What follows belongs to an exercise in optimizing a design on an open flow for small area; a production flow would make more cautious choices. RTL that was checked went through simulation tests only; none was proved equivalent to the original. Power and IR drop assume default switching activity.

## run A
==> flow/design.v (excerpt) <==
module DriverRGB(input sysclk,
    input [31:0] red,
    input [31:0] green,
    input [31:0] blue,
    input [31:0] red2,
    input [31:0] green2,
    input [31:0] blue2,
    input [2:0] linesel,
    input rst,
    input send,
    input enable,
    output R1, G1, B1, R2, G2, B2,
    output reg [2:0] linesel_out,
    output reg data_clk,
    output reg regclk_out,
    output reg output_en,
    output reg ready
    );
clock: 10.0 ns
lec_check: 0
cap_margin: 20
core_margin: 2
core_utilization: 40
slew_margin: 20
run.sh (not shown) runs the stock make flow with config.mk's settings and CLKGATE_MAP_FILE= SYNTH_SCRIPT=/design/flow/synth_recipe.tcl, a recipe that flattens the netlist after the stock synthesis.
Run A completed; timing, DRC and antenna clean
Here is what was changed in the inputs of run B compared with run A.
==> flow/flow/run.sh (new file) <==
#!/bin/bash
# Standard ORFS layout with the smallest buffer on each port and a clock tree of small buffers.
set -euo pipefail
bash standard.sh "BUFFER_PORTS_ARGS=-buffer_cell sky130_fd_sc_hd__buf_1" \
  "CTS_ARGS=-sink_clustering_enable -repair_clock_nets -buf_list sky130_fd_sc_hd__clkbuf_4 -dont_use_dummy_load" \
  finish > orfs_make.log 2>&1
==> flow/standard.sh (new file) <==
#!/bin/bash
# synth_recipe.tcl (not shown) runs the flow's synth.tcl, then flattens the netlist and writes it again
# the make line also repeats each setting of config.mk as NAME=value (left out here)
make -C /OpenROAD-flow-scripts/flow DESIGN_CONFIG=/design/flow/config.mk WORK_HOME=/design/flow/orfs CLKGATE_MAP_FILE= SYNTH_SCRIPT=/design/flow/synth_recipe.tcl "${@:-finish}"
removed: flow/run.sh
Run B gives less clock-cell share of area than run A did. The clock power of run B was superior to that of run A. Changes observed in run B relative to run A: cell count +14; worst setup slack dropped 0.42 ns. Changes observed in run B relative to run A: clock group share of total power -9.7 points, detailed-route vias per instance +about 2.4%.
Here is what was changed in the inputs of run C compared with run B.
==> flow/flow/run.sh <==
#!/bin/bash
# Standard ORFS layout, but with the smallest buffer on each port.
set -euo pipefail
bash standard.sh "BUFFER_PORTS_ARGS=-buffer_cell sky130_fd_sc_hd__buf_1" finish > orfs_make.log 2>&1
Notes after the runs:
- Delta(area overhead of the layout relative to synthesis, run C - run B) > 0
- The end point of the critical path comes out wg2[22] in one run and wr2[18] in the other, namely in run B and run C respectively.
- Relative to run B, run C improves first-pass GRT wire length.
- The higher clock period minus final worst setup slack came out of run C.
No run of this note included a check of the RTL's function; only the layout flow was run.


Setup of violet:
DriverRGB, a different RTL version from the one above (not shown whole).
For scale: roughly 210 flip-flops, roughly 6400 um2 of cells after synthesis.
Settings: LEC_CHECK=0, CAP_MARGIN=10, CORE_MARGIN=2, CORE_UTILIZATION=40, SLEW_MARGIN=10, SYNTH_HIERARCHICAL=1, SYNTH_MINIMUM_KEEP_SIZE=0; clock period 10.0 ns.
standard.sh (not shown) runs the stock make flow with config.mk's settings and CLKGATE_MAP_FILE= SYNTH_SCRIPT=/design/flow/synth_recipe.tcl, a recipe that flattens the netlist after the stock synthesis.
==> flow/flow/run.sh <==
#!/bin/bash
set -euo pipefail
bash standard.sh "BUFFER_PORTS_ARGS=-buffer_cell sky130_fd_sc_hd__buf_1" \
  "CTS_ARGS=-sink_clustering_enable -repair_clock_nets -buf_list sky130_fd_sc_hd__clkbuf_4 -sink_clustering_size 12 -sink_clustering_max_diameter 45 -dont_use_dummy_load" \
  finish > orfs_make.log 2>&1
Input changes introduced in fjord (baseline for comparison: violet):
# violet
export LEC_CHECK = 0
export CAP_MARGIN = 10
export CORE_MARGIN = 2
export CORE_UTILIZATION = 40
export SLEW_MARGIN = 10
export SYNTH_HIERARCHICAL = 1
export SYNTH_MINIMUM_KEEP_SIZE = 0
create_clock -name core_clock -period 10.0 [get_ports {sysclk}]
# fjord
export LEC_CHECK = 0
export CAP_MARGIN = 10
export CORE_MARGIN = 2
export CORE_UTILIZATION = 40
export PLACE_DENSITY = 0.7
export SLEW_MARGIN = 10
export SYNTH_HIERARCHICAL = 1
export SYNTH_MINIMUM_KEEP_SIZE = 0
create_clock -name core_clock -period 10.0 [get_ports {sysclk}]
==> flow/flow/run.sh <==
#!/bin/bash
set -euo pipefail
bash standard.sh "BUFFER_PORTS_ARGS=-buffer_cell sky130_fd_sc_hd__buf_1" \
  "CTS_ARGS=-sink_clustering_enable -repair_clock_nets -buf_list sky130_fd_sc_hd__clkbuf_4 -sink_clustering_size 12 -sink_clustering_max_diameter 90 -dont_use_dummy_load" \
  finish > orfs_make.log 2>&1
Results
- The number of antenna violations at the first check in global routing reported for fjord is greater than that of violet by 2.
- fjord reports its endpoint of the worst setup timing path as wr[18]$_DFF_P_ while violet reports wg[5]$_DFF_P_.
- Clock-buffer cell count | fjord below violet
- ~same number of port buffers in fjord and violet
- In the tables for fjord and violet, routed length per placed instance reads lower with violet.
- Max global routing usage summed across all routing layers across fjord and violet: fjord
- Summary: with violet as the reference, sum of routed wire length over all layers in fjord moved up slightly.
- fjord vs. violet: global-route wire length before repair up about 1.3%; via count down 19; register-to-register slack down 0.09 ns.
[inputs] cedar vs fjord
==> flow/flow/run.sh <==
#!/bin/bash
set -euo pipefail
bash standard.sh "BUFFER_PORTS_ARGS=-buffer_cell sky130_fd_sc_hd__buf_1" \
  "CTS_ARGS=-sink_clustering_enable -repair_clock_nets -buf_list sky130_fd_sc_hd__clkbuf_4 -sink_clustering_size 12 -sink_clustering_max_diameter 140 -dont_use_dummy_load" \
  finish > orfs_make.log 2>&1
### Flow results
cedar | stages: all done | timing, DRC, antenna: all pass. Diff fjord..cedar | count of multi-input combinational gates | unchanged. Maximum number of pins on one net before global-route repair: fjord vs cedar — no meaningful difference. cedar -> fjord: share of power burned in registers flat. Reported for fjord and cedar, post-synthesis share of cell area spent on and, or, nand and nor gates turned out identical to the last digit. From fjord to cedar, net switching power figure did not move at all. In terms of post-CTS repair timing setup buffer count, fjord and cedar differ only marginally. Count of mapped cells out of synthesis came out exactly the same in fjord and cedar.
Modified inputs, pepper compared to cedar
# cedar
export LEC_CHECK = 0
export CAP_MARGIN = 10
export CORE_MARGIN = 2
export CORE_UTILIZATION = 40
export PLACE_DENSITY = 0.7
export SLEW_MARGIN = 10
export SYNTH_HIERARCHICAL = 1
export SYNTH_MINIMUM_KEEP_SIZE = 0
create_clock -name core_clock -period 10.0 [get_ports {sysclk}]
# pepper
export LEC_CHECK = 0
export CAP_MARGIN = 20
export CORE_MARGIN = 2
export CORE_UTILIZATION = 40
export PLACE_DENSITY = 0.7
export SLEW_MARGIN = 20
export SYNTH_HIERARCHICAL = 1
export SYNTH_MINIMUM_KEEP_SIZE = 0
create_clock -name core_clock -period 10.0 [get_ports {sysclk}]
==> flow/flow/run.sh <==
#!/bin/bash
set -euo pipefail
bash standard.sh "BUFFER_PORTS_ARGS=-buffer_cell sky130_fd_sc_hd__buf_1" \
  "CTS_ARGS=-sink_clustering_enable -repair_clock_nets -buf_list sky130_fd_sc_hd__clkbuf_4 -sink_clustering_size 10 -sink_clustering_max_diameter 40 -dont_use_dummy_load" \
  finish > orfs_make.log 2>&1
Results
Taking cedar as the reference, in pepper wire length now larger, fraction of met2 tracks used by global routing now smaller, detail-routed net length per standard cell now smaller, slew of the pin with the lowest slew margin now larger.
pepper vs cedar, critical path endpoint: wg[16]$_DFF_P_ vs wr[18]$_DFF_P_

==> what the ideal ports hide <==
How much do the figures lean on ideal ports? The routed layouts below were timed once more, with nothing changed but the port constraints. Step 1, drivers: a clkbuf_16 drives sysclk and a buf_2 each remaining input, both assumed. Step 2 adds t to the input delays and takes it off the output delays; t is the mean of the earliest and latest rising clock arrival at the registers after step 1. Input paths then give back, and output paths get back, about the clock's delay inside the block. Slacks: ideal ports / drivers / drivers and shift; pairs: ideal ports / drivers.
run | t (ns) | setup WS [ns] | hold slack, ns | latest minus earliest clock arrival (ns) | pins driven straight from the clock port
run A | 0.527 | 6.066 / 6.024 / 5.903 | 0.430 / 0.430 / 0.430 | 0.009 / 0.008 | 1
run B | 0.632 | 5.643 / 5.646 / 5.014 | 0.415 / 0.415 / 0.415 | 0.046 / 0.046 | 1
run C | 0.524 | 5.535 / 5.543 / 5.019 | 0.438 / 0.438 / 0.438 | 0.012 / 0.012 | 1
violet | 0.635 | 5.798 / 5.808 / 5.173 | 0.403 / 0.403 / 0.403 | 0.049 / 0.049 | 1
fjord | 0.603 | 5.742 / 5.752 / 5.149 | 0.436 / 0.436 / 0.436 | 0.060 / 0.059 | 1
cedar | 0.603 | 5.742 / 5.752 / 5.149 | 0.436 / 0.436 / 0.436 | 0.060 / 0.059 | 1
pepper | 0.634 | 5.757 / 5.767 / 5.133 | 0.372 / 0.372 / 0.372 | 0.087 / 0.086 | 1
After both steps every run listed still meets setup and hold. The setup slack of run B, which loses most, moves by +0.003 ns with the drivers and by -0.629 ns with both steps.
